This is an optimization exercise on Yosys and OpenROAD, whose aim is small area, not a production implementation. RTL that was checked went through simulation tests only; none was proved equivalent to the original. No functional check of the RTL was part of runs 1 to 3. Power is estimated from default activity; no workload was simulated.

**flow/config.mk**
```make
export PLATFORM = sky130hd
export DESIGN_NAME = ddmtd
export DESIGN_NICKNAME = ddmtd
export VERILOG_FILES = /design/flow/design.v
export SDC_FILE = /design/flow/constraint.sdc
export NUM_CORES = 4
export LEC_CHECK = 0
export CAP_MARGIN = 20
export CORE_MARGIN = 2
export CORE_UTILIZATION = 60
export CTS_BUF_LIST = sky130_fd_sc_hd__clkbuf_4 sky130_fd_sc_hd__clkbuf_8
export GPL_TIMING_DRIVEN = 0
export SLEW_MARGIN = 20
```
**flow/constraint.sdc**
```tcl
create_clock -name core_clock -period 4.0 [get_ports {clk_ddmtd_i}]
set_input_delay 0.8000 -clock core_clock [delete_from_list [all_inputs] [get_ports {clk_ddmtd_i}]]
set_output_delay 0.8000 -clock core_clock [all_outputs]
set_load 0.01 [all_outputs]
```
**flow/design.v**
```verilog
module sampler
(
  input  wire       clk_in_i,            
  input  wire       rst_n_ddmtdclk_i,    
  input  wire       clk_ddmtd_i,         
  output reg       clk_sampled_o         
);
  reg  clk_i_d0;
  reg  clk_i_d1;
  reg  clk_i_d2;
  always @(posedge clk_ddmtd_i) begin
    if (!rst_n_ddmtdclk_i) begin
    clk_i_d0 <= 1'b0;
    clk_i_d1 <= 1'b1;
    clk_i_d2 <= 1'b1;
    clk_sampled_o <= 1'b1;
    end
    else begin
    clk_i_d0      <= clk_in_i;
    clk_i_d1      <= ~clk_i_d0;  
    clk_i_d2      <= clk_i_d1;
    clk_sampled_o <= clk_i_d2;
    end
  end
endmodule
module deglitcher
(
  input  wire        rst_n_ddmtdclk_i,
  input  wire        clk_in_i,
  input  wire        clk_ddmtd_i,
  input  wire [15:0] deglitch_threshold_i,
  output reg  [15:0] tag_o,
  output wire        tag_p_o
);
  reg  [1:0]  state;
  reg  [15:0] stab_cntr;
  wire clk_sampled;
  sampler sampler_inst (
    .clk_in_i         (clk_in_i),
    .rst_n_ddmtdclk_i (rst_n_ddmtdclk_i),
    .clk_ddmtd_i      (clk_ddmtd_i),
    .clk_sampled_o    (clk_sampled)
  );
  wire got_edge  = state[1] &  state[0];
  wire wait_edge = state[1] & ~state[0];
  wire eq        = (stab_cntr == deglitch_threshold_i);
  wire clr       = got_edge ? (eq | ~clk_sampled) : clk_sampled;
  assign tag_p_o = ~state[1] & state[0];
  wire [16:0] stab_c, tag_c;
  assign stab_c[0] = 1'b1;
  assign stab_c[16:1] = stab_c[15:0] & stab_cntr;
  always @(posedge clk_ddmtd_i) begin
    if (!rst_n_ddmtdclk_i) begin
      state     <= 2'b00;
      stab_cntr <= 16'd0;
    end else begin
      state[1]  <= state[1] ? ~(got_edge & eq) : eq;
      state[0]  <= state[1] & (state[0] | clk_sampled);
      stab_cntr <= clr ? 16'd0 : stab_cntr ^ stab_c[15:0];
    end
  end
  wire tag_inc = ~(got_edge & ~clk_sampled & ~eq);
  always @(posedge clk_ddmtd_i)
    tag_o <= (wait_edge & clk_sampled) ? 16'd0 : tag_o ^ tag_c[15:0];
  assign tag_c[0] = tag_inc;
  assign tag_c[16:1] = tag_c[15:0] & tag_o;
endmodule
module ddmtd
#(
  parameter integer COUNTER_BIT_WIDTH = 16
)
(
  input  wire rst_n_ddmtdclk_i,
  input  wire clk_a_i,
  input  wire clk_b_i,
  input  wire clk_ddmtd_i,
  input  wire [15:0]  deglitch_threshold_i,
  output wire signed [COUNTER_BIT_WIDTH-1:0] phase_diff_o,
  output reg                                 phase_diff_p_o
);
  wire [15:0] rel_a, rel_b;
  wire        tag_a_p, tag_b_p;
  deglitcher deglitcher_inst_a (
    .rst_n_ddmtdclk_i     (rst_n_ddmtdclk_i),
    .clk_in_i             (clk_a_i),
    .clk_ddmtd_i          (clk_ddmtd_i),
    .deglitch_threshold_i (deglitch_threshold_i),
    .tag_o                (rel_a),
    .tag_p_o              (tag_a_p)
  );
  deglitcher deglitcher_inst_b (
    .rst_n_ddmtdclk_i     (rst_n_ddmtdclk_i),
    .clk_in_i             (clk_b_i),
    .clk_ddmtd_i          (clk_ddmtd_i),
    .deglitch_threshold_i (deglitch_threshold_i),
    .tag_o                (rel_b),
    .tag_p_o              (tag_b_p)
  );
  reg         wait_a, wait_b;
  reg  [15:0] temp;             
  wire        wait_tag = phase_diff_p_o | ~(wait_a | wait_b);
  wire        load     = wait_tag & (tag_a_p ^ tag_b_p);
  always @(posedge clk_ddmtd_i) begin
    if (!rst_n_ddmtdclk_i) begin
      phase_diff_p_o <= 1'b0;
      wait_a         <= 1'b0;
      wait_b         <= 1'b0;
    end else if (wait_tag) begin
      phase_diff_p_o <= tag_a_p & tag_b_p;
      wait_a         <= tag_b_p & ~tag_a_p;
      wait_b         <= tag_a_p & ~tag_b_p;
    end else begin
      phase_diff_p_o <= wait_a ? tag_a_p : tag_b_p;
    end
  end
  wire [15:0] temp_base = load ? (tag_a_p ? rel_a : rel_b) : temp;
  wire [16:0] temp_c;
  assign temp_c[0] = 1'b1;
  assign temp_c[16:1] = temp_c[15:0] & temp_base;
  always @(posedge clk_ddmtd_i)
    temp <= temp_base ^ temp_c[15:0];
  assign phase_diff_o = (wait_a ? temp : rel_b) - (wait_b ? temp : rel_a);
endmodule
```
**flow/run.sh**
```bash
#!/bin/bash
# synth_recipe.tcl (not shown) runs the flow's synth.tcl, then flattens the netlist and writes it again
# the make line also repeats each setting of config.mk as NAME=value (left out here)
make -C /OpenROAD-flow-scripts/flow DESIGN_CONFIG=/design/flow/config.mk WORK_HOME=/design/flow/orfs CLKGATE_MAP_FILE= SYNTH_SCRIPT=/design/flow/synth_recipe.tcl finish
```
==> results of run 1 <==
layer usage:
layer	track usage	share of wire	wire, um
met1	0.306	0.44	5320
met2	0.438	0.52	6260
met3	0.0365	0.028	344
met4	0.0780	0.016	196
met5	0	0	0
power groups by stage:
stage          sequential, uW  combinational, uW  clock, uW
2_1_floorplan            1160               1080          0
3_3_place_gp             1180               1690          0
3_5_place_dp             1190               1740          0
4_1_cts                  1170               1850        598
5_1_grt                  1200               2130        634
6_report                 1190               1930        581
cell families (layout without fill, tap and decap cells):
kind of cell,Yosys count,after routing,synth area share
adders and majority gates,91,91,0.209
buffers and inverters,33,110,0.0272
and+or+nand+nor,186,186,0.163
xor gates and xnor gates,51,51,0.0815
muxes,47,47,0.0891
DFF,95,95,0.347
AOI/OAI and AO/OA,71,71,0.0831
Yosys cell counts, types with 7 or more instances:
master     n  area (um^2)
dfxtp_1   95         1900
ha_1      90         1130
nand2_1   63          236
nor2_1    45          169
xor2_1    40          350
and2_1    35          219
mux2i_1   33          330
o21ai_0   23          115
a21oi_1   21          105
mux2_2    14          158
inv_1     13         48.8
clkbuf_1  11         41.3
xnor2_1   11         96.3
nor4_1     9         56.3
nand2b_1   8         50.1
nor2b_1    7         43.8
through the flow:
| stage | setup TNS (ns) | worst slack, ns | cells | instance area, um^2 | total power, uW |
|---|---|---|---|---|---|
| floorplan | 0 | 0.0000537 | 574 | 5940 | 2240 |
| global placement | -9.78 | -0.833 | 717 | 6420 | 2870 |
| detailed placement | -10.89 | -0.893 | 717 | 6420 | 2930 |
| CTS | 0 | 0.0000839 | 744 | 6970 | 3630 |
| global route | -0.0361 | -0.0259 | 759 | 7080 | 3960 |
| finish | 0 | 0.0759 | 759 | 7080 | 3700 |
worst max path at each step:
stage                                                     start                                     end  slack [ns]  cells after the start
final                     deglitcher_inst_a.state[1]$_SDFF_PN0_                        temp[15]$_DFF_P_        0.08                     22
after detailed placement                deglitch_threshold_i[2]  deglitcher_inst_b.tag_o[15]$_SDFF_PP0_       -0.89                     22
after global placement                 deglitch_threshold_i[15]  deglitcher_inst_a.tag_o[14]$_SDFF_PP0_       -0.83                     21
after global routing                        wait_a$_SDFFE_PN0N_                         phase_diff_o[7]       -0.03                      9
after CTS                              deglitch_threshold_i[13]  deglitcher_inst_b.tag_o[15]$_SDFF_PP0_     0.00008                     23
after floorplan           deglitcher_inst_a.state[0]$_SDFF_PN0_                        temp[15]$_DFF_P_     0.00005                     22
state kept, by name, summed over array words and instances (netlist names):
register and cells:
deglitcher_inst_a.sampler_inst.clk_i_d2 1, deglitcher_inst_a.sampler_inst.clk_i_d0 1, deglitcher_inst_a.tag_o 16, deglitcher_inst_b.sampler_inst.clk_i_d1 1, deglitcher_inst_a.stab_cntr 16, deglitcher_inst_b.sampler_inst.clk_sampled_o 1
wait_b 1, deglitcher_inst_b.sampler_inst.clk_i_d0 1, deglitcher_inst_b.sampler_inst.clk_i_d2 1, deglitcher_inst_b.tag_o 16, temp 16, deglitcher_inst_a.state 2
phase_diff_p_o 1, deglitcher_inst_b.state 2, wait_a 1, deglitcher_inst_a.sampler_inst.clk_sampled_o 1, deglitcher_inst_b.stab_cntr 16, deglitcher_inst_a.sampler_inst.clk_i_d1 1
worst max-delay path: stages (launching register included):
cell	delay [ns]
dfxtp_4	0.40
nor2b_4	0.05
buf_6	0.11
buf_12	0.12
ha_4	0.22
o21bai_4	0.19
buf_8	0.14
a21o_1	0.17
ha_2	0.21
ha_4	0.17
ha_4	0.16
ha_4	0.16
ha_4	0.16
ha_4	0.16
ha_4	0.16
ha_4	0.16
ha_4	0.16
ha_4	0.16
ha_4	0.16
ha_4	0.16
ha_4	0.16
ha_4	0.16
xnor2_2	0.12
final cells by class:
cell class	count	area, um^2
repair buffers	63	494
well taps	108	135
flip-flops and latches	95	1910
fillers	553	1730
clock inverters	6	43.8
inverters	13	48.8
plain buffers	18	159
multi-input cells	446	4160
clock buffers	10	131
what timing repair did:
item                                    in CTS  in global routing
gates resized for setup                    103                 30
endpoints found under the setup margin      26                 11
buffers inserted                            13                 15
pin swaps                                   33                 15
==> metrics.md, run 1 <==
| Metric | Value |
|---|---|
| Core Region | 8810 um^2 |
| Critical Path Sink Type | flop |
| Die area | just under 10000 um^2 |
| Final nets | 757 |
| Detail Route Antenna Nets | 0 |
| Leakage | between 0.003 and 0.004 uW |
| Drc violations | 0 |
| DRT iter0 DRCs | 114 |
| Hold Vio Cnt, Final | 0 |
| Pwr/cell area | 523 nW/um^2 |
| Largest fanout on the critical path | 7 |
| Synthesized area per cell | 9.55 um^2 |
| Initial Utilization | 0.622 |
| Die Ht | 99.6 um |
| # hold bufs at CTS | 0 |
| Number of global-route vias before repair | around 4200 |
| Clk Tree Root Cell | clkbuf_8 |
| WHS Endpoint | deglitcher_inst_b.sampler_inst.clk_i_d1$_SDFF_PN1_ |
| Post-synth ARST share | 0 |
| Grt total ovfl | 0 |
| Initial DRT Pass Iterations | 4 |
| Cell-internal power | 2340 uW |
| Initial antenna violation count | 0 |
| Yosys warnings | 3 |
| Die width | 99.6 um |
| Global-route wire length before repair | 19700 um |
| Count of pins over their slew limit | 0 |
| Comb pwr share | 0.522 |
| Data arrival, critical path | 4.18 ns |
| Proportion of layout cells with a drive suffix above 1 | 0.253 |
| R2r startpoint | deglitcher_inst_a.state[1]$_SDFF_PN0_ |
| DR vias/cell | approximately 5.6 |
| Switching Power | 1370 uW |
| Commonest non-fill, non-tap cell in the layout | dfxtp_1 |
| Worst-Skew Late Latency | 0.36 ns |
| Max-Cap Viols | 0 |
| Aggregate global-route resource usage | 0.246 |
| Register area share after synthesis | 0.347 |
| Gpl congestion | 0.864 |
| Worst Skew | ~0.016 ns |
| I/O Buffers | 35 |
| HP Start | deglitcher_inst_b.sampler_inst.clk_i_d0$_SDFF_PN0_ |
| R2R depth | 22 |
| Net switching fraction of the power | 0.369 |
| CTS tree | yes |
| Clk buf depth | 2 |
| Tcrit/Tclk final | 0.981 |
| Routed wire per std cell | between 15 and 20 um |
| Via count | approximately 4300 |
| Netlist Area Pre-Place | around 5500 um^2 |
| Synthesized Nets | 685 |
| Worst Hold Class | flop to flop |
| Synthesized instance count | about 570 |
| Reg2reg end | temp[15]$_DFF_P_ |
| Startpoint types | flop |
| Worst Tran Pin Value | 0.485 ns |
| EDFF count, synth | 0 |
| Dpl hpwl | 8600 um |
| Row cnt | 34 |
| Utilization after layout | 0.804 |
| Status | complete, no violations |
| Diodes inserted | 0 |
| Io pins | 37 |
| Slew headroom | 0.677 |
| Clk slew on worst S/H paths | ~0.10 ns |
| Largest net degree at the start of global routing | 17 |
| Reg2reg setup slack | 0.08 ns |
| Yosys cell types | 47 |
| Commonest non-fill, non-tap cells in the layout | dfxtp_1, nand2_1, nor2_1, ha_1, ha_4 |
| Sequential power share | 0.321 |
| Clk pwr share | 0.157 |
| CTS Sinks | 95 |
| Most used DFF post-synth | dfxtp_1 |
| Routed Wire Length | 12100 um |
| Max VDD drop | roughly 0.48 mV |
| Synth-to-Final Area Change | 29.2% |
| H-Tree Level Count | 3 |
| Hold-critical path depth | 1 |
| Final setup fails | 0 |
| Final hold slack | 0.381 ns |
| Tmin final | between 3 and 4 ns |
| Worst path required time | 4.25 ns |
| CTS buffer count | 9 |
| Peak Freq | 255 MHz |
| Crit Path Category | flop to flop |
| Yosys reg bits | 95 |
==> run 2: changes to the inputs <==
--- a/flow/design.v
+++ b/flow/design.v
@@ -77,4 +77,4 @@
   input  wire [15:0]  deglitch_threshold_i,
-  output wire signed [COUNTER_BIT_WIDTH-1:0] phase_diff_o,
-  output reg                                 phase_diff_p_o
+  output reg signed [COUNTER_BIT_WIDTH-1:0] phase_diff_o,
+  output reg                                phase_diff_p_o
 );
@@ -100,3 +100,3 @@
   reg  [15:0] temp;             
-  wire        wait_tag = phase_diff_p_o | ~(wait_a | wait_b);
+  wire        wait_tag = ~(wait_a | wait_b);
   wire        load     = wait_tag & (tag_a_p ^ tag_b_p);
@@ -113,2 +113,4 @@
       phase_diff_p_o <= wait_a ? tag_a_p : tag_b_p;
+      wait_a         <= wait_a & ~tag_a_p;
+      wait_b         <= wait_b & ~tag_b_p;
     end
@@ -121,3 +123,22 @@
     temp <= temp_base ^ temp_c[15:0];
-  assign phase_diff_o = (wait_a ? temp : rel_b) - (wait_b ? temp : rel_a);
+  wire [15:0] x  = wait_a ? temp : rel_b;
+  wire [15:0] yn = ~(wait_b ? temp : rel_a);
+  wire [15:0] g  = x & yn;
+  wire [15:0] p  = x ^ yn;
+  wire [16:0] c;
+  assign c[0] = 1'b1;
+  genvar k;
+  generate
+    for (k = 0; k < 16; k = k + 4) begin : cla
+      assign c[k+1] = g[k]   | (p[k]   & c[k]);
+      assign c[k+2] = g[k+1] | (p[k+1] & g[k]) | (p[k+1] & p[k] & c[k]);
+      assign c[k+3] = g[k+2] | (p[k+2] & g[k+1]) | (p[k+2] & p[k+1] & g[k])
+                    | (p[k+2] & p[k+1] & p[k] & c[k]);
+      assign c[k+4] = g[k+3] | (p[k+3] & g[k+2]) | (p[k+3] & p[k+2] & g[k+1])
+                    | (p[k+3] & p[k+2] & p[k+1] & g[k])
+                    | (p[k+3] & p[k+2] & p[k+1] & p[k] & c[k]);
+    end
+  endgenerate
+  always @(posedge clk_ddmtd_i)
+    phase_diff_o <= p ^ c[15:0];
 endmodule
==> metrics.md, run 2 <==
| Metric | Value |
|---|---|
| GR Util met1 | 0.274 (was 0.306) |
| Tcrit/Tclk final | 0.991 (was 0.981) |
| Synth area leaders | dfxtp_1, ha_1, and2_1 (was dfxtp_1, ha_1, xor2_1) |
| DRT iter0 DRCs | 88 (was 114) |
| Final setup TNS | 0 ns (unchanged) |
| Synthesized Nets | 635 (was 685) |
| Worst path slowest cell | or3_4 (was dfxtp_4) |
| Yosys warnings | 3 (unchanged) |
| Crit path to | deglitcher_inst_b.tag_o[15]$_SDFF_PP0_ (was temp[15]$_DFF_P_) |
| Comb pwr share | 0.298 (was 0.522) |
| Worst-Skew Late Latency | 0.38 ns (was 0.36 ns) |
| Post-synth ARST share | 0 (unchanged) |
| Diodes inserted | 0 (unchanged) |
| Initial DRT Pass Iterations | 4 (unchanged) |
| Max-Cap Viols | 0 (unchanged) |
| Clk Tree Root Cell | clkbuf_8 (unchanged) |
| Commonest non-fill, non-tap cells in the layout | dfxtp_1, and2_1, ha_1, ha_4, nand2_1 (was dfxtp_1, nand2_1, nor2_1, ha_1, ha_4) |
| Pre-CTS setup slack | -0.894 ns (was -0.893 ns) |
| Max VDD drop | 0.221 mV (was 0.475 mV) |
| Most used DFF post-synth | dfxtp_1 (unchanged) |
| Met3 GRT Util | 0.0404 (was 0.0365) |
| Yosys reg bits | 111 (was 95) |
| Top-area cell type share of the netlist area | 0.403 (was 0.347) |
| Most Crowded Layer GR | met2 (unchanged) |
| Netlist Area Pre-Place | 5520 um^2 (was 5480 um^2) |
| Gpl congestion | 0.795 (was 0.864) |
| Synth-to-Final Area Change | 26.5% (was 29.2%) |
| Die area | 9980 um^2 (was 9910 um^2) |
| Detail Route Antenna Nets | 0 (unchanged) |
| CTS buffer count | 9 (unchanged) |
| Initial antenna violation count | 0 (unchanged) |
| Routed Wire Length | 10800 um (was 12100 um) |
| Sequential power share | 0.448 (was 0.321) |
| Switching Power | 892 uW (was 1370 uW) |
| Crit-path cells | buf_8, xnor2_4, nand4_1, nor4_4, or3_4, ha_4, ha_4, ha_4, ha_4, ha_4, ha_4, ha_4, ha_4, ha_4, ha_4, ha_4, ha_4, ha_4, ha_4, ha_4, xor2_1, and2_1 (was nor2b_4, buf_6, buf_12, ha_4, o21bai_4, buf_8, a21o_1, ha_2, ha_4, ha_4, ha_4, ha_4, ha_4, ha_4, ha_4, ha_4, ha_4, ha_4, ha_4, ha_4, ha_4, xnor2_2) |
| Crit path from | deglitch_threshold_i[2] (was deglitcher_inst_a.state[1]$_SDFF_PN0_) |
| Crit Path Category | primary input to flop (was flop to flop) |
| Met2 Use GR | 0.433 (was 0.438) |
| Peak Freq | 252 MHz (was 255 MHz) |
| Final hold slack | 0.389 ns (was 0.381 ns) |
| Grt total ovfl | 0 (unchanged) |
| Clk buf depth | 2 (unchanged) |
| Row cnt | 34 (unchanged) |
| R2r startpoint | deglitcher_inst_a.state[1]$_SDFF_PN0_ (unchanged) |
| Max incr delay on CP | 0.36 ns (was 0.40 ns) |
| Critical Path Sink Type | flop (unchanged) |
| Post-synth top cells | dfxtp_1, ha_1, and2_1, xnor2_1, nand2_1 (was dfxtp_1, ha_1, nand2_1, nor2_1, xor2_1) |
| Largest net degree at the start of global routing | 20 (was 17) |
| Most numerous cell on the critical path | ha_4 (unchanged) |
| Final nets | 690 (was 757) |
| Reg2reg setup slack | 0.08 ns (about the same) |
| Synthesized instance count | 523 (was 574) |
| Worst Skew | 0.0131 ns (was 0.0164 ns) |
| Cell-internal power | 2120 uW (was 2340 uW) |
| Slew headroom | 0.508 (was 0.677) |
| R2R depth | 21 (was 22) |
| Dpl hpwl | 8090 um (was 8600 um) |
| Worst Hold Class | flop to flop (unchanged) |
| Pwr/cell area | 432 nW/um^2 (was 523 nW/um^2) |
| I/O Buffers | 36 (was 35) |
| Clk pwr share | 0.255 (was 0.157) |
| Die Ht | 99.9 um (was 99.6 um) |
| Reg2reg end | temp[15]$_DFF_P_ (unchanged) |
| Status | complete, no violations (unchanged) |
| Core Region | 8810 um^2 (unchanged) |
| Aggregate global-route resource usage | 0.232 (was 0.246) |
| Startpoint types | primary input (was flop) |
| Global-route wire length before repair | 18100 um (was 19700 um) |
| Commonest non-fill, non-tap cell in the layout | dfxtp_1 (unchanged) |
| Drc violations | 0 (unchanged) |
| Io pins | 37 (unchanged) |
| RSZ-0062 raised after global routing | true |
| Routed wire per std cell | 15.6 um (was 16.0 um) |
| Clk slew on worst S/H paths | 0.11 ns (was 0.10 ns) |
| Final setup fails | 0 (unchanged) |
| Count leader, synth | dfxtp_1 (unchanged) |
| Die width | 99.9 um (was 99.6 um) |
| H-Tree Level Count | 3 (unchanged) |
| Utilization after layout | 0.792 (was 0.804) |
| Yosys cell types | 43 (was 47) |
| Leakage | 0.00300 uW (was 0.00301 uW) |
| Via count | 3797 (was 4275) |
| Tmin final | 3.96 ns (was 3.92 ns) |
| Final Non-Filler Cells | 691 (was 759) |
| Number of global-route vias before repair | 3826 (was 4236) |
| Data arrival, critical path | 4.25 ns (was 4.18 ns) |
| Cell total after placement | 667 (was 717) |
| Net switching fraction of the power | 0.296 (was 0.369) |
| Largest fanout on the critical path | 2 (was 7) |
| Worst path required time | 4.29 ns (was 4.25 ns) |
| Proportion of layout cells with a drive suffix above 1 | 0.240 (was 0.253) |
| Area leader, netlist | dfxtp_1 (unchanged) |
| CTS tree | yes (unchanged) |
| Hold Vio Cnt, Final | 0 (unchanged) |
| EDFF count, synth | 0 (unchanged) |
| Count of pins over their slew limit | 0 (unchanged) |
| Synthesized area per cell | 10.5 um^2 (was 9.55 um^2) |
| Worst Tran Pin Value | 0.738 ns (was 0.485 ns) |
| Final WS setup | 0.0363 ns (was 0.0759 ns) |
| CTS Sinks | 111 (was 95) |
| Initial Utilization | 0.626 (was 0.622) |
| Register area share after synthesis | 0.403 (was 0.347) |
| DR vias/cell | 5.49 (was 5.63) |
run 2: cell types whose count changed after synthesis, sizes merged, moves of 16 or more:
| cell | before | now |
|---|---|---|
| xnor2 | 11 | 39 |
| nand2 | 63 | 38 |
| dfxtp | 95 | 111 |
| and2 | 35 | 65 |
| xor2 | 40 | 10 |
| o21ai | 23 | 6 |
| nor2 | 45 | 22 |
run 2: power by group through the flow:
stage                     Combinational [uW]  Sequential, uW  Clock (uW)
after floorplan                          591            1390           0
after global placement                   856            1370           0
after detailed placement                 893            1380           0
after CTS                                897            1350         782
after global routing                    1030            1360         828
final                                    896            1350         767
run 2: critical path, delay by kind of cell:
| family | cells | cell delay [ns] |
|---|---|---|
| xor+xnor | 2 | 0.25 |
| buf+inv | 1 | 0.11 |
| fa+ha+maj | 15 | 2.28 |
| simple gates | 4 | 0.75 |
run 2: logic make-up after synthesis:
logic type / synth area share
and+or+nand+nor: 0.154
DFF: 0.403
adders and majority gates: 0.213
AOI/OAI and AO/OA: 0.0658
xor gates and xnor gates: 0.0778
muxes: 0.0626
buffers and inverters: 0.0238
run 2: through the flow:
stage          total power [uW]  instance area [um^2]
2_1_floorplan              1980                  6090
3_3_place_gp               2230                  6590
3_5_place_dp               2270                  6590
4_1_cts                    3030                  6880
5_1_grt                    3220                  6980
6_report                   3010                  6980
run 2: worst min-delay path by stage:
stage | endpoint | depth (start not counted) | from
after floorplan | deglitcher_inst_a.sampler_inst.clk_i_d1$_SDFF_PN1_ | 1 | deglitcher_inst_a.sampler_inst.clk_i_d0$_SDFF_PN0_
after global placement | deglitcher_inst_a.sampler_inst.clk_i_d1$_SDFF_PN1_ | 1 | deglitcher_inst_a.sampler_inst.clk_i_d0$_SDFF_PN0_
after detailed placement | deglitcher_inst_b.sampler_inst.clk_i_d1$_SDFF_PN1_ | 1 | deglitcher_inst_b.sampler_inst.clk_i_d0$_SDFF_PN0_
after CTS | deglitcher_inst_b.sampler_inst.clk_i_d1$_SDFF_PN1_ | 1 | deglitcher_inst_b.sampler_inst.clk_i_d0$_SDFF_PN0_
after global routing | deglitcher_inst_a.sampler_inst.clk_i_d1$_SDFF_PN1_ | 1 | deglitcher_inst_a.sampler_inst.clk_i_d0$_SDFF_PN0_
final | deglitcher_inst_b.sampler_inst.clk_i_d1$_SDFF_PN1_ | 1 | deglitcher_inst_b.sampler_inst.clk_i_d0$_SDFF_PN0_
run 2: area by class of cell:
type                            count  area [um^2]
Sequential cell                   111         2230
Multi-Input combinational cell    380         3820
Buffer                             11         72.6
Clock buffer                        9          124
Clock inverter                      7          103
Timing Repair Buffer               48          412
Tap cell                          108          135
Fill cell                         551         1830
Inverter                           17         78.8
run 2: repair_timing:
item / CTS / global route
endpoints found under the setup margin: 12 / 4
endpoints found under the hold margin: 0 / 0
buffers inserted: 7 / 5
hold buffers: 0 / 0
pin swaps: 19 / 11
gates resized for setup: 85 / 18
run 2: per-layer routing:
metal / up-vias / part of all wire
met1: 1782 / 0.43
met3: 23 / 0.035
li1: 1912 / -
met2: 80 / 0.51
met4: 0 / 0.017
met5: - / 0
==> run 3: changes to the inputs <==
--- a/flow/design.v
+++ b/flow/design.v
@@ -48,5 +48,5 @@
   assign tag_p_o = ~state[1] & state[0];
-  wire [16:0] stab_c, tag_c;
-  assign stab_c[0] = 1'b1;
-  assign stab_c[16:1] = stab_c[15:0] & stab_cntr;
+  wire [15:0] stab_carry, tag_carry;
+  inc_carry stab_inc (.q(stab_cntr), .c(stab_carry));
+  inc_carry tag_inc  (.q(tag_o),     .c(tag_carry));
   always @(posedge clk_ddmtd_i) begin
@@ -58,10 +58,25 @@
       state[0]  <= state[1] & (state[0] | clk_sampled);
-      stab_cntr <= clr ? 16'd0 : stab_cntr ^ stab_c[15:0];
+      stab_cntr <= clr ? 16'd0 : stab_cntr ^ stab_carry;
     end
   end
-  wire tag_inc = ~(got_edge & ~clk_sampled & ~eq);
+  wire tag_step = ~(got_edge & ~clk_sampled & ~eq);
   always @(posedge clk_ddmtd_i)
-    tag_o <= (wait_edge & clk_sampled) ? 16'd0 : tag_o ^ tag_c[15:0];
-  assign tag_c[0] = tag_inc;
-  assign tag_c[16:1] = tag_c[15:0] & tag_o;
+    tag_o <= (wait_edge & clk_sampled) ? 16'd0 : tag_o ^ (tag_carry & {16{tag_step}});
+endmodule
+module inc_carry
+(
+  input  wire [15:0] q,
+  output wire [15:0] c
+);
+  wire [3:0] blk = {&q[15:12], &q[11:8], &q[7:4], &q[3:0]};
+  wire [3:0] pre = {&blk[2:0], &blk[1:0], blk[0], 1'b1};
+  genvar k;
+  generate
+    for (k = 0; k < 4; k = k + 1) begin : b
+      assign c[4*k]   = pre[k];
+      assign c[4*k+1] = pre[k] & q[4*k];
+      assign c[4*k+2] = pre[k] & (&q[4*k+1:4*k]);
+      assign c[4*k+3] = pre[k] & (&q[4*k+2:4*k]);
+    end
+  endgenerate
 endmodule
@@ -118,7 +133,6 @@
   wire [15:0] temp_base = load ? (tag_a_p ? rel_a : rel_b) : temp;
-  wire [16:0] temp_c;
-  assign temp_c[0] = 1'b1;
-  assign temp_c[16:1] = temp_c[15:0] & temp_base;
+  wire [15:0] temp_carry;
+  inc_carry temp_inc (.q(temp_base), .c(temp_carry));
   always @(posedge clk_ddmtd_i)
-    temp <= temp_base ^ temp_c[15:0];
+    temp <= temp_base ^ temp_carry;
   wire [15:0] x  = wait_a ? temp : rel_b;
==> metrics.md, run 3 <==
| Metric | Value |
|---|---|
| Commonest non-fill, non-tap cell in the layout | dfxtp_1 (unchanged) |
| Die area | 10800 um^2 (was 9980 um^2) |
| Yosys warnings | 3 (unchanged) |
| CP top delay family | compound AO/OA/AOI/OAI gates (was adder cells) |
| Synth area leaders | dfxtp_1, xnor2_1, ha_1 (was dfxtp_1, ha_1, and2_1) |
| Register area share after synthesis | 0.370 (was 0.403) |
| Worst Tran Pin Value | 0.578 ns (was 0.738 ns) |
| Design area | 6760 um^2 (was 6980 um^2) |
| Count leader, synth | dfxtp_1 (unchanged) |
| Data arrival, critical path | 4.08 ns (was 4.25 ns) |
| Worst Hold Class | flop to flop (unchanged) |
| Routed wire per std cell | 15.4 um (was 15.6 um) |
| Final setup fails | 0 (unchanged) |
| CTS tree | yes (unchanged) |
| Post-synthesis compound-gate area fraction | 0.126 (was 0.0658) |
| Clk buf depth | 2 (unchanged) |
| DR vias/cell | 5.65 (was 5.49) |
| Initial antenna violation count | 0 (unchanged) |
| Crit Path Category | flop to flop (was primary input to flop) |
| Dpl hpwl | 10200 um (was 8090 um) |
| EDFF count, synth | 0 (unchanged) |
| Die Ht | 104 um (was 99.9 um) |
| Aggregate global-route resource usage | 0.253 (was 0.232) |
| Most numerous cell on the critical path | inv_1 (was ha_4) |
| CTS buffer count | 9 (unchanged) |
| I/O Buffers | 36 (unchanged) |
| Hold Vio Cnt, Final | 0 (unchanged) |
| Worst Skew | 0.0129 ns (was 0.0131 ns) |
| Max incr delay on CP | 0.43 ns (was 0.36 ns) |
| Yosys reg bits | 111 (unchanged) |
| Startpoint types | flop (was primary input) |
| Worst-Skew Late Latency | 0.39 ns (was 0.38 ns) |
| Adder-Cell Fraction of Synth Area | 0.0809 (was 0.213) |
| Die width | 104 um (was 99.9 um) |
| H-Tree Level Count | 3 (unchanged) |
| Proportion of layout cells with a drive suffix above 1 | 0.0709 (was 0.240) |
| DRT iter0 DRCs | 253 (was 88) |
| R2r startpoint | wait_a$_SDFF_PN0_ (was deglitcher_inst_a.state[1]$_SDFF_PN0_) |
| Synth Area in XOR/XNOR | 0.130 (was 0.0778) |
| Crit-path cells | clkbuf_1, buf_2, mux2i_1, inv_1, ha_1, o21a_1, o221ai_2, o221ai_1, o41a_1, a21oi_1, fa_1, inv_1 (was buf_8, xnor2_4, nand4_1, nor4_4, or3_4, ha_4, ha_4, ha_4, ha_4, ha_4, ha_4, ha_4, ha_4, ha_4, ha_4, ha_4, ha_4, ha_4, ha_4, ha_4, xor2_1, and2_1) |
| Reg2reg setup slack | 0.25 ns (was 0.08 ns) |
| CTS Sinks | 111 (unchanged) |
| Io pins | 37 (unchanged) |
| Footprint of the multi-input gates | 3550 um^2 (was 3820 um^2) |
| Largest fanout on the critical path | 10 (was 2) |
| Status | complete, no violations (unchanged) |
| WHS Endpoint | deglitcher_inst_a.sampler_inst.clk_i_d1$_SDFF_PN1_ (was deglitcher_inst_b.sampler_inst.clk_i_d1$_SDFF_PN1_) |
| Detail Route Antenna Nets | 0 (unchanged) |
| Synthesized area per cell | 8.79 um^2 (was 10.5 um^2) |
| Grt total ovfl | 0 (unchanged) |
| Gpl congestion | 0.899 (was 0.795) |
| Area leader, netlist | dfxtp_1 (unchanged) |
| Register area | 2220 um^2 (was 2230 um^2) |
| Filler cell count | 826 (was 551) |
| Final nets | 785 (was 690) |
| Initial DRT Pass Iterations | 5 (was 4) |
| Post-synth ARST share | 0 (unchanged) |
| Utilization after layout | 0.695 (was 0.792) |
| Tmin final | 3.75 ns (was 3.96 ns) |
| Hold-critical path depth | 1 (unchanged) |
| Max-Cap Viols | 0 (unchanged) |
| Pwr/cell area | 423 nW/um^2 (was 432 nW/um^2) |
| RSZ-0062 raised after global routing | false (was true) |
| Number of global-route vias before repair | 4732 (was 3826) |
| Peak Freq | 267 MHz (was 252 MHz) |
| Routed Wire Length | 13300 um (was 10800 um) |
| DP Area | 6530 um^2 (was 6590 um^2) |
| Via count | 4890 (was 3797) |
| Initial Utilization | 0.617 (was 0.626) |
| Buf+Inv Stages, Crit Path | 4 (was 1) |
| Row cnt | 36 (was 34) |
| Final setup TNS | 0 ns (unchanged) |
| Postcts setup bufs | 0 (was 7) |
| R2R depth | 12 (was 21) |
| Synthesized Nets | 740 (was 635) |
| Max VDD drop | 0.310 mV (was 0.221 mV) |
| Simple-gate share of the synthesized area | 0.191 (was 0.154) |
| Reg2reg end | phase_diff_o[12]$_DFF_P_ (was temp[15]$_DFF_P_) |
| Synthesized instance count | 683 (was 523) |
| Worst path required time | 4.33 ns (was 4.29 ns) |
| Critical Path Sink Type | flop (unchanged) |
| Count of pins over their slew limit | 0 (unchanged) |
| Most used DFF post-synth | dfxtp_1 (unchanged) |
| Drc violations | 0 (unchanged) |
| Worst path slowest cell | o41a_1 (was or3_4) |
| Yosys cell types | 58 (was 43) |
| Multiplexer area fraction after synthesis | 0.0602 (was 0.0626) |
| Global-route wire length before repair | 22000 um (was 18100 um) |
| Top-area cell type share of the netlist area | 0.370 (was 0.403) |
| Post-synth top cells | dfxtp_1, nor2_1, nand2_1, xnor2_1, inv_1 (was dfxtp_1, ha_1, and2_1, xnor2_1, nand2_1) |
| Leakage | 0.00269 uW (was 0.00300 uW) |
| Synth-to-Final Area Change | 12.6% (was 26.5%) |
| Largest family of logic cells by synthesized area | simple AND/OR/NAND/NOR gates (was adder cells) |
| Clk Tree Root Cell | clkbuf_8 (unchanged) |
| HP Start | deglitcher_inst_a.sampler_inst.clk_i_d0$_SDFF_PN0_ (was deglitcher_inst_b.sampler_inst.clk_i_d0$_SDFF_PN0_) |
| Power after layout | 2860 uW (was 3010 uW) |
| Slew headroom | 0.615 (was 0.508) |
| Largest net degree at the start of global routing | 20 (unchanged) |
| Core Region | 9730 um^2 (was 8810 um^2) |
| Diodes inserted | 0 (unchanged) |
| Commonest non-fill, non-tap cells in the layout | dfxtp_1, nor2_1, nand2_1, xnor2_1, inv_1 (was dfxtp_1, and2_1, ha_1, ha_4, nand2_1) |
| # hold bufs at CTS | 0 (unchanged) |
| Clk slew on worst S/H paths | 0.11 ns (about the same) |
| Netlist Area Pre-Place | 6000 um^2 (was 5520 um^2) |
| Tcrit/Tclk final | 0.938 (was 0.991) |
[run 3: cell count changes after synthesis, sizes merged, moves of 13 or more]
cell and change:
a21oi +25, and2 -55, ha -55, inv +23
nand2 +24, nand3 +15, nor2 +61, o21ai +13
xnor2 +21, xor2 +19
[run 3: timing repair]
item / in CTS / in global routing
cloned: 0 / 0
setup endpoints to repair: 11 / 6
resized for setup: 5 / 6
[run 3: metrics by stage]
stage | hold slack, ns | setup WS (ns) | instances
floorplan | 0.352 | 0.463 | 683
global placement | 0.355 | -0.562 | 852
detailed placement | 0.359 | -0.579 | 852
CTS | 0.386 | 0.0898 | 866
global route | 0.397 | 0.0170 | 866
finish | 0.384 | 0.248 | 866
[run 3: worst register-to-register path: stages, from the launching register on]
cell and delay [ns]:
dfxtp_1 0.32, clkbuf_1 0.36, buf_2 0.39, mux2i_1 0.33
inv_1 0.08, ha_1 0.30, o21a_1 0.25, o221ai_2 0.28
o221ai_1 0.20, o41a_1 0.43, a21oi_1 0.25, fa_1 0.43
inv_1 0.07
[run 3: worst max path at each step]
stage	from	endpoint	slack [ns]	depth (start not counted)
3_3_place_gp	deglitcher_inst_a.state[1]$_SDFF_PN0_	temp[15]$_DFF_P_	-0.56	17
3_5_place_dp	deglitcher_inst_a.state[1]$_SDFF_PN0_	temp[15]$_DFF_P_	-0.58	17
6_report	wait_a$_SDFF_PN0_	phase_diff_o[12]$_DFF_P_	0.25	12
5_1_grt	wait_a$_SDFF_PN0_	phase_diff_o[12]$_DFF_P_	0.02	12
4_1_cts	wait_b$_SDFF_PN0_	phase_diff_o[12]$_DFF_P_	0.09	11
2_1_floorplan	deglitcher_inst_a.state[1]$_SDFF_PN0_	temp[15]$_DFF_P_	0.46	17
[run 3: area by class of cell]
class / instances / share of cell area
multi-input cells: 507 / 0.525
flip-flops and latches: 111 / 0.329
repair buffers: 36 / 0.0533
well taps: 133 / 0.0246
inverters: 39 / 0.0217
clock buffers: 10 / 0.0204
plain buffers: 24 / 0.0156
clock inverters: 6 / 0.0107
[run 3: kinds of logic after synthesis]
kind of cell	count (synthesis)
DFF	111
buffers and inverters	65
and+or+nand+nor	238
xor gates and xnor gates	89
AOI/OAI and AO/OA	108
muxes	35
adders and majority gates	37
[run 3: layer usage]
| metal | up-vias | share of wire | track usage |
|---|---|---|---|
| met5 | - | 0 | 0 |
| met4 | 0 | 0.017 | 0.0763 |
| met3 | 22 | 0.047 | 0.0564 |
| met2 | 139 | 0.51 | 0.466 |
| met1 | 2288 | 0.42 | 0.291 |
| li1 | 2441 | - | - |
[run 3: report_power, final]
part           total, uW  switching [uW]  internal [uW]
Combinational        815             379            437
Clock                716             399            317
Sequential          1330            90.8           1240
==> run 4: changes to the inputs <==
--- a/flow/design.v
+++ b/flow/design.v
@@ -92,4 +92,4 @@
   input  wire [15:0]  deglitch_threshold_i,
-  output reg signed [COUNTER_BIT_WIDTH-1:0] phase_diff_o,
-  output reg                                phase_diff_p_o
+  output wire signed [COUNTER_BIT_WIDTH-1:0] phase_diff_o,
+  output reg                                 phase_diff_p_o
 );
@@ -113,6 +113,9 @@
   );
-  reg         wait_a, wait_b;
-  reg  [15:0] temp;             
-  wire        wait_tag = ~(wait_a | wait_b);
-  wire        load     = wait_tag & (tag_a_p ^ tag_b_p);
+  reg  wait_a, wait_b;
+  wire wait_tag = ~(wait_a | wait_b);
+  wire done_a   = wait_a & tag_a_p;                  
+  wire done_b   = wait_b & tag_b_p;                  
+  wire both     = wait_tag & tag_a_p & tag_b_p;      
+  wire only_a   = wait_tag & tag_a_p & ~tag_b_p;     
+  wire only_b   = wait_tag & tag_b_p & ~tag_a_p;     
   always @(posedge clk_ddmtd_i) begin
@@ -122,21 +125,13 @@
       wait_b         <= 1'b0;
-    end else if (wait_tag) begin
-      phase_diff_p_o <= tag_a_p & tag_b_p;
-      wait_a         <= tag_b_p & ~tag_a_p;
-      wait_b         <= tag_a_p & ~tag_b_p;
     end else begin
-      phase_diff_p_o <= wait_a ? tag_a_p : tag_b_p;
-      wait_a         <= wait_a & ~tag_a_p;
-      wait_b         <= wait_b & ~tag_b_p;
+      phase_diff_p_o <= both | done_a | done_b;
+      wait_a         <= only_b | (wait_a & ~tag_a_p);
+      wait_b         <= only_a | (wait_b & ~tag_b_p);
     end
   end
-  wire [15:0] temp_base = load ? (tag_a_p ? rel_a : rel_b) : temp;
-  wire [15:0] temp_carry;
-  inc_carry temp_inc (.q(temp_base), .c(temp_carry));
-  always @(posedge clk_ddmtd_i)
-    temp <= temp_base ^ temp_carry;
-  wire [15:0] x  = wait_a ? temp : rel_b;
-  wire [15:0] yn = ~(wait_b ? temp : rel_a);
-  wire [15:0] g  = x & yn;
-  wire [15:0] p  = x ^ yn;
+  reg  [15:0] temp;
+  wire [15:0] a = only_a ? rel_a : ((only_b | both | done_b) ? rel_b : temp);
+  wire [15:0] b = ~(({16{~(both | done_a)}} | rel_a) & ({16{~done_b}} | temp));
+  wire [15:0] g = a & b;
+  wire [15:0] p = a ^ b;
   wire [16:0] c;
@@ -156,3 +151,4 @@
   always @(posedge clk_ddmtd_i)
-    phase_diff_o <= p ^ c[15:0];
+    temp <= p ^ c[15:0];
+  assign phase_diff_o = temp;
 endmodule
==> flow/flow/run.sh (new file) <==
#!/bin/bash
# The standard layout, with two changes:
#  - the port buffers are the smallest buffer (buf_1) rather than the one
#    buffer_ports picks by default;
#  - clock tree synthesis adds no dummy loads.
set -e
export BUFFER_PORTS_ARGS="-buffer_cell sky130_fd_sc_hd__buf_1"
export CTS_ARGS="-sink_clustering_enable -repair_clock_nets -dont_use_dummy_load -buf_list {sky130_fd_sc_hd__clkbuf_4 sky130_fd_sc_hd__clkbuf_8}"
bash standard.sh > standard.log 2>&1
==> flow/standard.sh (new file) <==
#!/bin/bash
# synth_recipe.tcl (not shown) runs the flow's synth.tcl, then flattens the netlist and writes it again
# the make line also repeats each setting of config.mk as NAME=value (left out here)
make -C /OpenROAD-flow-scripts/flow DESIGN_CONFIG=/design/flow/config.mk WORK_HOME=/design/flow/orfs CLKGATE_MAP_FILE= SYNTH_SCRIPT=/design/flow/synth_recipe.tcl "${@:-finish}"
removed: flow/run.sh
==> metrics.md, run 4 <==
| Metric | Value |
|---|---|
| Status | complete, no violations (unchanged) |
| Commonest non-fill, non-tap cells in the layout | dfxtp_1, nor2_1, xor2_1, buf_1 (was dfxtp_1, nor2_1, nand2_1, xnor2_1, inv_1) |
| Max-Cap Viols | 0 (unchanged) |
| Reg2reg setup slack | 0.20 ns (was 0.25 ns) |
| Hold-critical path depth | 1 (unchanged) |
| Aggregate global-route resource usage | 0.241 (was 0.253) |
| CTS buffer count | 9 (unchanged) |
| Startpoint types | flop (unchanged) |
| Post-synth top cells | dfxtp_1, nor2_1, xor2_1 (was dfxtp_1, nor2_1, nand2_1, xnor2_1, inv_1) |
| R2r startpoint | deglitcher_inst_a.state[0]$_SDFF_PN0_ (was wait_a$_SDFF_PN0_) |
| Final setup fails | 0 (unchanged) |
| # hold bufs at CTS | 0 (unchanged) |
| Adder-Cell Fraction of Synth Area | 0.0848 (was 0.0809) |
| CTS resizes | 2 (was 5) |
| Final Non-Filler Cells | 683 (was 866) |
| Grt total ovfl | 0 (unchanged) |
| Area leader, netlist | dfxtp_1 (unchanged) |
| Simple-gate share of the synthesized area | 0.201 (was 0.191) |
| Yosys warnings | 3 (unchanged) |
| DR vias/cell | 5.41 (was 5.65) |
| Max layer used | met4 (unchanged) |
| Post-synthesis compound-gate area fraction | 0.0941 (was 0.126) |
| Proportion of layout cells with a drive suffix above 1 | 0.0430 (was 0.0709) |
| Worst-Skew Late Latency | 0.36 ns (was 0.39 ns) |
| Largest family of logic cells by synthesized area | simple AND/OR/NAND/NOR gates (unchanged) |
| Leakage | 0.00236 uW (was 0.00269 uW) |
| Detail Route Antenna Nets | 0 (unchanged) |
| Top-area cell type share of the netlist area | 0.393 (was 0.370) |
| Crit path from | deglitcher_inst_a.state[0]$_SDFF_PN0_ (was wait_a$_SDFF_PN0_) |
| EDFF count, synth | 0 (unchanged) |
| DRT iter0 DRCs | 113 (was 253) |
| Diodes inserted | 0 (unchanged) |
| Yosys cell types | 43 (was 58) |
| H-Tree Level Count | 3 (unchanged) |
| Worst Tran Pin Value | 0.885 ns (was 0.578 ns) |
| Most used DFF post-synth | dfxtp_1 (unchanged) |
| Commonest non-fill, non-tap cell in the layout | dfxtp_1 (unchanged) |
| Number of global-route vias before repair | 3569 (was 4732) |
| Final WS setup | 0.205 ns (was 0.248 ns) |
| WHS Endpoint | deglitcher_inst_a.sampler_inst.clk_i_d1$_SDFF_PN1_ (unchanged) |
| Multiplexer area fraction after synthesis | 0.0364 (was 0.0602) |
| Final hold slack | 0.374 ns (was 0.384 ns) |
| Initial Utilization | 0.623 (was 0.617) |
| Tcrit/Tclk final | 0.949 (was 0.938) |
| Count of pins over their slew limit | 0 (unchanged) |
| Max VDD drop | 0.344 mV (was 0.310 mV) |
| Crit Path Category | flop to flop (unchanged) |
| Pwr/cell area | 421 nW/um^2 (was 423 nW/um^2) |
| Critical Path Sink Type | flop (unchanged) |
| Die area | 8810 um^2 (was 10800 um^2) |
| Initial DRT Pass Iterations | 4 (was 5) |
| Worst path required time | 4.25 ns (was 4.33 ns) |
| Clk slew on worst S/H paths | 0.08 ns (was 0.11 ns) |
| Count leader, synth | dfxtp_1 (unchanged) |
| CTS Sinks | 95 (was 111) |
| Hold Vio Cnt, Final | 0 (unchanged) |
| Synthesized area per cell | 9.02 um^2 (was 8.79 um^2) |
| Clk buf depth | 2 (unchanged) |
| Register area share after synthesis | 0.393 (was 0.370) |
| Synth Area in XOR/XNOR | 0.163 (was 0.130) |
| Initial antenna violation count | 0 (unchanged) |
| Postcts setup bufs | 0 (unchanged) |
| Synth-to-Final Area Change | 8.24% (was 12.6%) |
| Row cnt | 32 (was 36) |
| Post-synth ARST share | 0 (unchanged) |
| Largest net degree at the start of global routing | 18 (was 20) |
| Via count | 3698 (was 4890) |
| Tmin final | 3.80 ns (was 3.75 ns) |
| M1 WL | 4620 um (was 5610 um) |
| Routed length on met3 | 257 um (was 630 um) |
| Drc violations | 0 (unchanged) |
| Largest fanout on the critical path | 10 (unchanged) |
| Gpl congestion | 0.881 (was 0.899) |
| Synthesized Nets | 588 (was 740) |
| Slew headroom | 0.406 (was 0.615) |
| Peak Freq | 263 MHz (was 267 MHz) |
| Synthesized instance count | 537 (was 683) |
| Core Region | 7770 um^2 (was 9730 um^2) |
| Die Ht | 93.8 um (was 104 um) |
| CTS tree | yes (unchanged) |
| Dpl hpwl | 7450 um (was 10200 um) |
| Global-route wire length before repair | 16500 um (was 22000 um) |
| WL met2 | 4850 um (was 6840 um) |
| Final nets | 634 (was 785) |
| Clk Tree Root Cell | clkbuf_8 (unchanged) |
| Utilization after layout | 0.675 (was 0.695) |
| Reg2reg end | temp[13]$_DFF_P_ (was phase_diff_o[12]$_DFF_P_) |
| Io pins | 37 (unchanged) |
| Routed Wire Length | 9860 um (was 13300 um) |
| Die width | 93.8 um (was 104 um) |
| R2R depth | 14 (was 12) |
| Netlist Area Pre-Place | 4840 um^2 (was 6000 um^2) |
| I/O Buffers | 36 (unchanged) |
| HP Start | deglitcher_inst_a.sampler_inst.clk_i_d0$_SDFF_PN0_ (unchanged) |
| Synth area leaders | dfxtp_1, xor2_1, ha_1 (was dfxtp_1, xnor2_1, ha_1) |
| Power after layout | 2210 uW (was 2860 uW) |
| Worst Hold Class | flop to flop (unchanged) |
| Routed wire per std cell | 14.4 um (was 15.4 um) |
| Pre-CTS setup slack | -0.242 ns (was -0.579 ns) |
| Worst Skew | 0.0252 ns (was 0.0129 ns) |
| Yosys reg bits | 95 (was 111) |
| Cell total after placement | 675 (was 852) |
| Data arrival, critical path | 4.04 ns (was 4.08 ns) |
run 4: worst max-delay path, stage by stage, from the launching register on:
cell       delay (ns)
dfxtp_1          0.44
nand2b_1         0.10
or4_1            0.46
clkbuf_1         0.17
clkbuf_2         0.23
a21oi_1          0.22
ha_1             0.28
o21ai_0          0.26
o2bb2ai_1        0.25
o311a_1          0.25
nor3_1           0.08
a21oi_1          0.26
o21bai_2         0.11
fa_1             0.43
xor2_1           0.16
run 4: worst max path at each step:
stage                       endpoint  slack [ns]  cells after the start
floorplan           temp[12]$_DFF_P_        0.38                     14
global placement    temp[12]$_DFF_P_       -0.15                     14
detailed placement  temp[12]$_DFF_P_       -0.24                     14
CTS                 temp[12]$_DFF_P_        0.02                     13
global route        temp[12]$_DFF_P_       -0.02                     14
finish              temp[13]$_DFF_P_        0.20                     14
run 4: per-layer routing:
layer  vias to the layer above  GRT usage
met5                         -          0
li1                       1918          -
met1                      1712      0.301
met4                         0     0.0725
met2                        56      0.426
met3                        12     0.0385
run 4: power by group:
part           total (uW)  internal, uW  leakage, uW  switching, uW
registers            1260          1090     0.000780            169
clock network         498           202    0.0000647            295
logic                 451           214      0.00151            238
run 4: cells by family (layout without fill, tap and decap cells):
group	Yosys count	in the layout
DFF	95	95
xor gates and xnor gates	90	90
muxes	17	17
buffers and inverters	36	80
adders and majority gates	31	31
and+or+nand+nor	199	199
AOI/OAI and AO/OA	69	69
run 4: layout make-up:
class | count | area (um^2)
buffer | 12 | 51.3
clock buffer | 9 | 124
fill | 680 | 2530
inverter | 23 | 86.3
multi-input combinational | 406 | 2810
sequential | 95 | 1900
tap | 102 | 128
timing repair buffer | 36 | 135
run 4: stage by stage:
stage          setup TNS, ns  cell area [um^2]
3_3_place_gp          -0.179              5100
6_report                   0              5240
3_5_place_dp          -0.340              5100
2_1_floorplan              0              4840
4_1_cts                    0              5230
5_1_grt              -0.0193              5240
==> run 5: changes to the inputs <==
==> flow/flow/run.sh (replaced) <==
#!/bin/bash
set -e
export BUFFER_PORTS_ARGS="-buffer_cell sky130_fd_sc_hd__buf_1"
export CTS_ARGS="-sink_clustering_enable -repair_clock_nets -dont_use_dummy_load -buf_list {sky130_fd_sc_hd__clkbuf_2 sky130_fd_sc_hd__clkbuf_4 sky130_fd_sc_hd__clkbuf_8}"
bash standard.sh > standard.log 2>&1
==> metrics.md, run 5 <==
| Metric | Value |
|---|---|
| DP Area | 5100 um^2 (unchanged) |
| Worst Skew | 0.0252 ns (unchanged) |
| Area leader, netlist | dfxtp_1 (unchanged) |
| Via count | 3698 (unchanged) |
| Number of global-route vias before repair | 3569 (unchanged) |
| Max VDD drop | 0.344 mV (unchanged) |
| Hold Vio Cnt, Final | 0 (unchanged) |
| Routed wire per std cell | 14.4 um (unchanged) |
| Clk slew on worst S/H paths | 0.08 ns (about the same) |
| Final setup fails | 0 (unchanged) |
| Design area | 5240 um^2 (unchanged) |
| Gpl congestion | 0.881 (unchanged) |
| Most used DFF post-synth | dfxtp_1 (unchanged) |
| Detail Route Antenna Nets | 0 (unchanged) |
| Yosys reg bits | 95 (unchanged) |
| Initial Utilization | 0.623 (unchanged) |
| Clk pwr share | 0.225 (about the same) |
| Io pins | 37 (unchanged) |
| Utilization after layout | 0.675 (unchanged) |
| WHS Endpoint | deglitcher_inst_a.sampler_inst.clk_i_d1$_SDFF_PN1_ (unchanged) |
| Worst Hold Class | flop to flop (unchanged) |
| Post-synth ARST share | 0 (unchanged) |
| Initial antenna violation count | 0 (unchanged) |
| DR vias/cell | 5.41 (unchanged) |
| Initial DRT Pass Iterations | 4 (unchanged) |
| HP Start | deglitcher_inst_a.sampler_inst.clk_i_d0$_SDFF_PN0_ (unchanged) |
| Sequential power share | 0.570 (about the same) |
| Synthesized instance count | 537 (unchanged) |
| Hold-critical path depth | 1 (unchanged) |
| Final nets | 634 (unchanged) |
| Tcrit/Tclk final | 0.949 (unchanged) |
| I/O Buffers | 36 (unchanged) |
| R2r startpoint | deglitcher_inst_a.state[0]$_SDFF_PN0_ (unchanged) |
| Reg2reg setup slack | 0.20 ns (about the same) |
| Global-route wire length before repair | 16500 um (unchanged) |
| Clk buf depth | 2 (unchanged) |
| Count of pins over their slew limit | 0 (unchanged) |
| Status | complete, no violations (unchanged) |
| Dpl hpwl | 7450 um (unchanged) |
| Pwr/cell area | 421 nW/um^2 (unchanged) |
| Largest fanout on the critical path | 10 (unchanged) |
| Synth area leaders | dfxtp_1, xor2_1, ha_1 (unchanged) |
| Top-area cell type share of the netlist area | 0.393 (unchanged) |
| Peak Freq | 263 MHz (unchanged) |
| Final WS setup | 0.205 ns (unchanged) |
| Worst Tran Pin Value | 0.885 ns (unchanged) |
| # hold bufs at CTS | 0 (unchanged) |
| Commonest non-fill, non-tap cells in the layout | dfxtp_1, nor2_1, xor2_1, buf_1 (unchanged) |
| H-Tree Level Count | 3 (unchanged) |
| Netlist Area Pre-Place | 4840 um^2 (unchanged) |
| Diodes inserted | 0 (unchanged) |
| Tmin final | 3.80 ns (unchanged) |
| Post-synth top cells | dfxtp_1, nor2_1, xor2_1 (unchanged) |
| Proportion of layout cells with a drive suffix above 1 | 0.0430 (unchanged) |
| Largest net degree at the start of global routing | 18 (unchanged) |
| Drc violations | 0 (unchanged) |
| Comb pwr share | 0.205 (about the same) |
| Switching Power | 702 uW (unchanged) |
| Grt total ovfl | 0 (unchanged) |
| CTS Sinks | 95 (unchanged) |
| Routed Wire Length | 9860 um (unchanged) |
| EDFF count, synth | 0 (unchanged) |
| Synthesized area per cell | 9.02 um^2 (unchanged) |
| Yosys warnings | 3 (unchanged) |
| Aggregate global-route resource usage | 0.241 (unchanged) |
| Reg2reg end | temp[13]$_DFF_P_ (unchanged) |
| Crit Path Category | flop to flop (unchanged) |
| DRT iter0 DRCs | 113 (unchanged) |
| Yosys cell types | 43 (unchanged) |
| CTS buffer count | 9 (unchanged) |
| Data arrival, critical path | 4.04 ns (about the same) |
| Count leader, synth | dfxtp_1 (unchanged) |
| Die width | 93.8 um (unchanged) |
| Register area share after synthesis | 0.393 (unchanged) |
| Max-Cap Viols | 0 (unchanged) |
| Net switching fraction of the power | 0.318 (unchanged) |
| Slew headroom | 0.406 (unchanged) |
| Pre-CTS setup slack | -0.242 ns (unchanged) |
| Die area | 8810 um^2 (unchanged) |
| Synth-to-Final Area Change | 8.24% (unchanged) |
| Cell-internal power | 1510 uW (unchanged) |
| Startpoint types | flop (unchanged) |
| Worst-Skew Late Latency | 0.36 ns (about the same) |
| R2R depth | 14 (unchanged) |
| CTS tree | yes (unchanged) |
| Commonest non-fill, non-tap cell in the layout | dfxtp_1 (unchanged) |
| Worst path required time | 4.25 ns (about the same) |
| Core Region | 7770 um^2 (unchanged) |
| Die Ht | 93.8 um (unchanged) |
| Leakage | 0.00236 uW (unchanged) |
| Critical Path Sink Type | flop (unchanged) |
| Clk Tree Root Cell | clkbuf_8 (unchanged) |
| Synthesized Nets | 588 (unchanged) |
| Row cnt | 32 (unchanged) |
run 5: worst max path at each step:
stage,startpoint,end,depth (start not counted)
global placement,deglitcher_inst_b.state[1]$_SDFF_PN0_,temp[12]$_DFF_P_,14
detailed placement,deglitcher_inst_b.state[1]$_SDFF_PN0_,temp[12]$_DFF_P_,14
floorplan,deglitcher_inst_b.state[1]$_SDFF_PN0_,temp[12]$_DFF_P_,14
global route,deglitcher_inst_a.state[0]$_SDFF_PN0_,temp[12]$_DFF_P_,14
finish,deglitcher_inst_a.state[0]$_SDFF_PN0_,temp[13]$_DFF_P_,14
CTS,deglitcher_inst_b.state[0]$_SDFF_PN0_,temp[12]$_DFF_P_,13
run 5: cell type report:
cell class,count,area [um^2]
Timing Repair Buffer,36,135
Multi-Input combinational cell,406,2810
Sequential cell,95,1900
Buffer,12,51.3
Fill cell,680,2530
Tap cell,102,128
Inverter,23,86.3
Clock buffer,9,124
run 5: cell families after synthesis:
logic type      count (synthesis)  synth area share
compound gates                 69            0.0941
xor+xnor                       90             0.163
flops                          95             0.393
mux                            17            0.0364
simple gates                  199             0.201
buf+inv                        36            0.0282
fa+ha+maj                      31            0.0848
run 5: per-stage QoR:
step / hold WS, ns / instances / setup TNS [ns] / total power (uW)
after detailed placement: 0.357 / 675 / -0.340 / 1720
after global routing: 0.386 / 683 / -0.0193 / 2350
final: 0.374 / 683 / 0 / 2210
after floorplan: 0.352 / 537 / 0 / 1570
after CTS: 0.377 / 683 / 0 / 2220
after global placement: 0.353 / 675 / -0.179 / 1700
run 5: power groups by stage:
stage,logic (uW),clock network (uW),registers (uW)
floorplan,320,0,1250
global placement,430,0,1270
detailed placement,450,0,1270
CTS,452,512,1250
global route,517,557,1280
finish,451,498,1260
run 5: metal layers:
metal / global-route usage / share of wire / routed length [um]
met2: 0.426 / 0.49 / 4850
met1: 0.301 / 0.47 / 4620
met3: 0.0385 / 0.026 / 257
met5: 0 / 0 / 0
met4: 0.0725 / 0.013 / 130
run 5: worst max-delay path: stages (launching register included):
cell and delay [ns]:
dfxtp_1 0.44, nand2b_1 0.10, or4_1 0.46, clkbuf_1 0.17
clkbuf_2 0.23, a21oi_1 0.22, ha_1 0.28, o21ai_0 0.26
o2bb2ai_1 0.25, o311a_1 0.25, nor3_1 0.08, a21oi_1 0.26
o21bai_2 0.11, fa_1 0.43, xor2_1 0.16
run 5: what timing repair did:
action                                  in CTS  in global routing
buffers inserted                             0                  0
endpoints found under the setup margin       2                  2
gates resized for setup                      2                  8
==> run 6: changes to the inputs <==
==> flow/run.sh (new file) <==
#!/bin/bash
# synth_recipe.tcl (not shown) runs the flow's synth.tcl, then flattens the netlist and writes it again
# the make line also repeats each setting of config.mk as NAME=value (left out here)
make -C /OpenROAD-flow-scripts/flow DESIGN_CONFIG=/design/flow/config.mk WORK_HOME=/design/flow/orfs CLKGATE_MAP_FILE= SYNTH_SCRIPT=/design/flow/synth_recipe.tcl finish
removed: flow/flow/run.sh
removed: flow/standard.sh
==> metrics.md, run 6 <==
| Metric | Value |
|---|---|
| Final nets | 634 (unchanged) |
| Detail Route Antenna Nets | 0 (unchanged) |
| Largest fanout on the critical path | 10 (unchanged) |
| Worst Hold Class | flop to flop (unchanged) |
| Status | complete, no violations (unchanged) |
| Clk pwr share | 0.265 (was 0.225) |
| Die area | 8810 um^2 (unchanged) |
| Diodes inserted | 0 (unchanged) |
| Dpl hpwl | 7690 um (was 7450 um) |
| Global-route wire length before repair | 16900 um (was 16500 um) |
| Largest net degree at the start of global routing | 18 (unchanged) |
| Initial DRT Pass Iterations | 4 (unchanged) |
| Yosys warnings | 3 (unchanged) |
| Clk slew on worst S/H paths | 0.10 ns (was 0.08 ns) |
| Die width | 93.8 um (unchanged) |
| Net switching fraction of the power | 0.306 (was 0.318) |
| HP Start | deglitcher_inst_a.sampler_inst.clk_i_d0$_SDFF_PN0_ (unchanged) |
| Netlist Area Pre-Place | 4840 um^2 (unchanged) |
| Hold Vio Cnt, Final | 0 (unchanged) |
| Reg2reg setup slack | 0.33 ns (was 0.20 ns) |
| Tcrit/Tclk final | 0.917 (was 0.949) |
| Worst path required time | 4.26 ns (was 4.25 ns) |
| H-Tree Level Count | 3 (unchanged) |
| Max VDD drop | 0.297 mV (was 0.344 mV) |
| Register area share after synthesis | 0.393 (unchanged) |
| Core Region | 7770 um^2 (unchanged) |
| Pwr/cell area | 438 nW/um^2 (was 421 nW/um^2) |
| R2R depth | 15 (was 14) |
| Final setup TNS | 0 ns (unchanged) |
| Pre-CTS setup slack | -0.146 ns (was -0.242 ns) |
| Cell-internal power | 1690 uW (was 1510 uW) |
| Initial antenna violation count | 0 (unchanged) |
| Slew headroom | 0.390 (was 0.406) |
| Final Non-Filler Cells | 690 (was 683) |
| Critical Path Sink Type | flop (unchanged) |
| Buf+Inv Stages, Crit Path | 2 (unchanged) |
| Io pins | 37 (unchanged) |
| Filler cell count | 626 (was 680) |
| Data arrival, critical path | 3.93 ns (was 4.04 ns) |
| Tmin final | 3.67 ns (was 3.80 ns) |
| Crit Path Category | flop to flop (unchanged) |
| Gpl congestion | 0.858 (was 0.881) |
| R2r startpoint | deglitcher_inst_b.state[0]$_SDFF_PN0_ (was deglitcher_inst_a.state[0]$_SDFF_PN0_) |
| Synthesized Nets | 588 (unchanged) |
| Post-synth top cells | dfxtp_1, nor2_1, xor2_1 (unchanged) |
| Row cnt | 32 (unchanged) |
| I/O Buffers | 36 (unchanged) |
| Commonest non-fill, non-tap cells in the layout | dfxtp_1, nor2_1, xor2_1, clkdlybuf4s50_1 (was dfxtp_1, nor2_1, xor2_1, buf_1) |
| Comb pwr share | 0.219 (was 0.205) |
| Reg2reg end | temp[13]$_DFF_P_ (unchanged) |
| Max incr delay on CP | 0.44 ns (was 0.46 ns) |
| Count leader, synth | dfxtp_1 (unchanged) |
| Sequential power share | 0.516 (was 0.570) |
| DR vias/cell | 5.42 (was 5.41) |
| Most numerous cell on the critical path | a21oi_1 (unchanged) |
| Crit-path cells | nor2b_1, or4_1, clkbuf_1, clkbuf_2, nor2_1, a21oi_1, ha_1, o21a_1, o2bb2ai_2, o311a_1, nor3_2, a21oi_1, o21bai_1, fa_1, xor2_1 (was nand2b_1, or4_1, clkbuf_1, clkbuf_2, a21oi_1, ha_1, o21ai_0, o2bb2ai_1, o311a_1, nor3_1, a21oi_1, o21bai_2, fa_1, xor2_1) |
| Worst path slowest cell | fa_1 (was or4_1) |
| Initial Utilization | 0.623 (unchanged) |
| Crit path from | deglitcher_inst_b.state[0]$_SDFF_PN0_ (was deglitcher_inst_a.state[0]$_SDFF_PN0_) |
| Hold-critical path depth | 1 (unchanged) |
| Yosys reg bits | 95 (unchanged) |
| CTS buffer count | 9 (unchanged) |
| Routed wire per std cell | 14.4 um (about the same) |
| Startpoint types | flop (unchanged) |
| Clk buf depth | 2 (unchanged) |
| Critical path depth | 15 (was 14) |
| Aggregate global-route resource usage | 0.244 (was 0.241) |
| Synth-to-Final Area Change | 14.5% (was 8.24%) |
| Synth area leaders | dfxtp_1, xor2_1, ha_1 (unchanged) |
| Most used DFF post-synth | dfxtp_1 (unchanged) |
| CP top delay family | compound AO/OA/AOI/OAI gates (unchanged) |
| Postcts setup bufs | 0 (unchanged) |
| Worst Skew | 0.0119 ns (was 0.0252 ns) |
| Via count | 3739 (was 3698) |
| Worst Tran Pin Value | 0.907 ns (was 0.885 ns) |
| Drc violations | 0 (unchanged) |
| Post-synth ARST share | 0 (unchanged) |
| DRT iter0 DRCs | 95 (was 113) |
| Max-Cap Viols | 0 (unchanged) |
| Proportion of layout cells with a drive suffix above 1 | 0.0544 (was 0.0430) |
| WHS Endpoint | deglitcher_inst_a.sampler_inst.clk_i_d1$_SDFF_PN1_ (unchanged) |
| Grt total ovfl | 0 (unchanged) |
| Synthesized instance count | 537 (unchanged) |
| Yosys cell types | 43 (unchanged) |
| Cell total after placement | 675 (unchanged) |
| Count of pins over their slew limit | 0 (unchanged) |
| Top-area cell type share of the netlist area | 0.393 (unchanged) |
| Leakage | 0.00249 uW (was 0.00236 uW) |
| CTS tree | yes (unchanged) |
| Footprint of the multi-input gates | 2820 um^2 (was 2810 um^2) |
| Peak Freq | 273 MHz (was 263 MHz) |
| Register area | 1900 um^2 (about the same) |
| Routed Wire Length | 9960 um (was 9860 um) |
| Clk Tree Root Cell | clkbuf_8 (unchanged) |
| EDFF count, synth | 0 (unchanged) |
| Worst-Skew Late Latency | 0.36 ns (about the same) |
| Area leader, netlist | dfxtp_1 (unchanged) |
| Number of global-route vias before repair | 3668 (was 3569) |
| Synthesized area per cell | 9.02 um^2 (unchanged) |
| RSZ-0062 raised after global routing | false |
| Final WS setup | 0.332 ns (was 0.205 ns) |
| Switching Power | 744 uW (was 702 uW) |
| Final setup fails | 0 (unchanged) |
| Commonest non-fill, non-tap cell in the layout | dfxtp_1 (unchanged) |
| Die Ht | 93.8 um (unchanged) |
| CTS Sinks | 95 (unchanged) |
-- run 6: final cells by class --
class / instances / share of cell area
Multi-Input combinational cell: 406 / 0.509
Sequential cell: 95 / 0.343
Timing Repair Buffer: 36 / 0.0650
Clock buffer: 11 / 0.0250
Tap cell: 102 / 0.0230
Inverter: 23 / 0.0156
Clock inverter: 5 / 0.0104
Buffer: 12 / 0.00925
-- run 6: cell families (layout without fill, tap and decap cells) --
group / after synthesis / after routing / synth area share
and+or+nand+nor: 199 / 199 / 0.201
muxes: 17 / 17 / 0.0364
xor gates and xnor gates: 90 / 90 / 0.163
buffers and inverters: 36 / 87 / 0.0282
DFF: 95 / 95 / 0.393
adders and majority gates: 31 / 31 / 0.0848
AOI/OAI and AO/OA: 69 / 69 / 0.0941
-- run 6: how the worst max path moves through the flow --
stage	endpoint	slack, ns
global route	temp[13]$_DFF_P_	0.07
detailed placement	temp[12]$_DFF_P_	-0.15
finish	temp[13]$_DFF_P_	0.33
floorplan	temp[12]$_DFF_P_	0.38
CTS	temp[12]$_DFF_P_	0.05
global placement	temp[12]$_DFF_P_	-0.15
-- run 6: metal layers --
metal  routed length [um]  vias to the layer above  global-route usage
met4                  152                        0              0.0797
li1                     -                     1930                   -
met5                    0                        -                   0
met3                  323                       14              0.0345
met1                 4550                     1740               0.301
met2                 4930                       55               0.437
-- run 6: worst reg2reg max path, cell delays in order, from the launching register on --
cell	delay, ns
dfxtp_1	0.40
nor2b_1	0.19
or4_1	0.40
clkbuf_1	0.16
clkbuf_2	0.23
nor2_1	0.12
a21oi_1	0.05
ha_1	0.33
o21a_1	0.19
o2bb2ai_2	0.22
o311a_1	0.24
nor3_2	0.07
a21oi_1	0.24
o21bai_1	0.12
fa_1	0.44
xor2_1	0.16
-- run 6: power groups by stage --
stage	logic (uW)	clock network [uW]	registers (uW)
global route	591	692	1280
floorplan	320	0	1250
detailed placement	527	0	1270
global placement	508	0	1270
CTS	530	653	1250
finish	532	643	1250
-- run 6: metrics by stage --
stage	util	cell area (um^2)	hold slack (ns)	total power, uW
finish	0.714	5550	0.377	2430
global route	0.714	5550	0.389	2560
CTS	0.711	5520	0.383	2440
detailed placement	0.686	5330	0.361	1800
global placement	0.686	5330	0.353	1780
floorplan	-	4840	0.352	1570
-- run 6: timing repair --
item | 4_1_cts | 5_1_grt
setup endpoints to repair | 2 | 2
resized for setup | 1 | 11
hold buffers | 0 | 0

what the ideal ports hide:
Ports are ideal in the flow. The routed layouts listed here were re-timed in OpenROAD.
Step 1 assumes that a clkbuf_16 drives the clock port and a buf_2 every other input.
Step 2, shift: input delay + t, output delay - t, t = (earliest + latest rising clock arrival at the registers) / 2. This alone moves slack from input paths to output paths.
a / b / c = no drivers / after step 1 / after step 2; a / b = the first two.
| run | t (ns) | setup WS [ns] |
|---|---|---|
| run 1 | 0.388 | 0.076 / 0.076 / -0.288 |
| run 2 | 0.402 | 0.036 / 0.032 / -0.371 |
| run 3 | 0.415 | 0.248 / 0.248 / 0.248 |
| run 4 | 0.384 | 0.205 / 0.205 / 0.205 |
| run 5 | 0.384 | 0.205 / 0.205 / 0.205 |
| run 6 | 0.392 | 0.332 / 0.332 / 0.332 |
With both steps, setup timing fails in run 1 and run 2, where it was met with ideal ports.
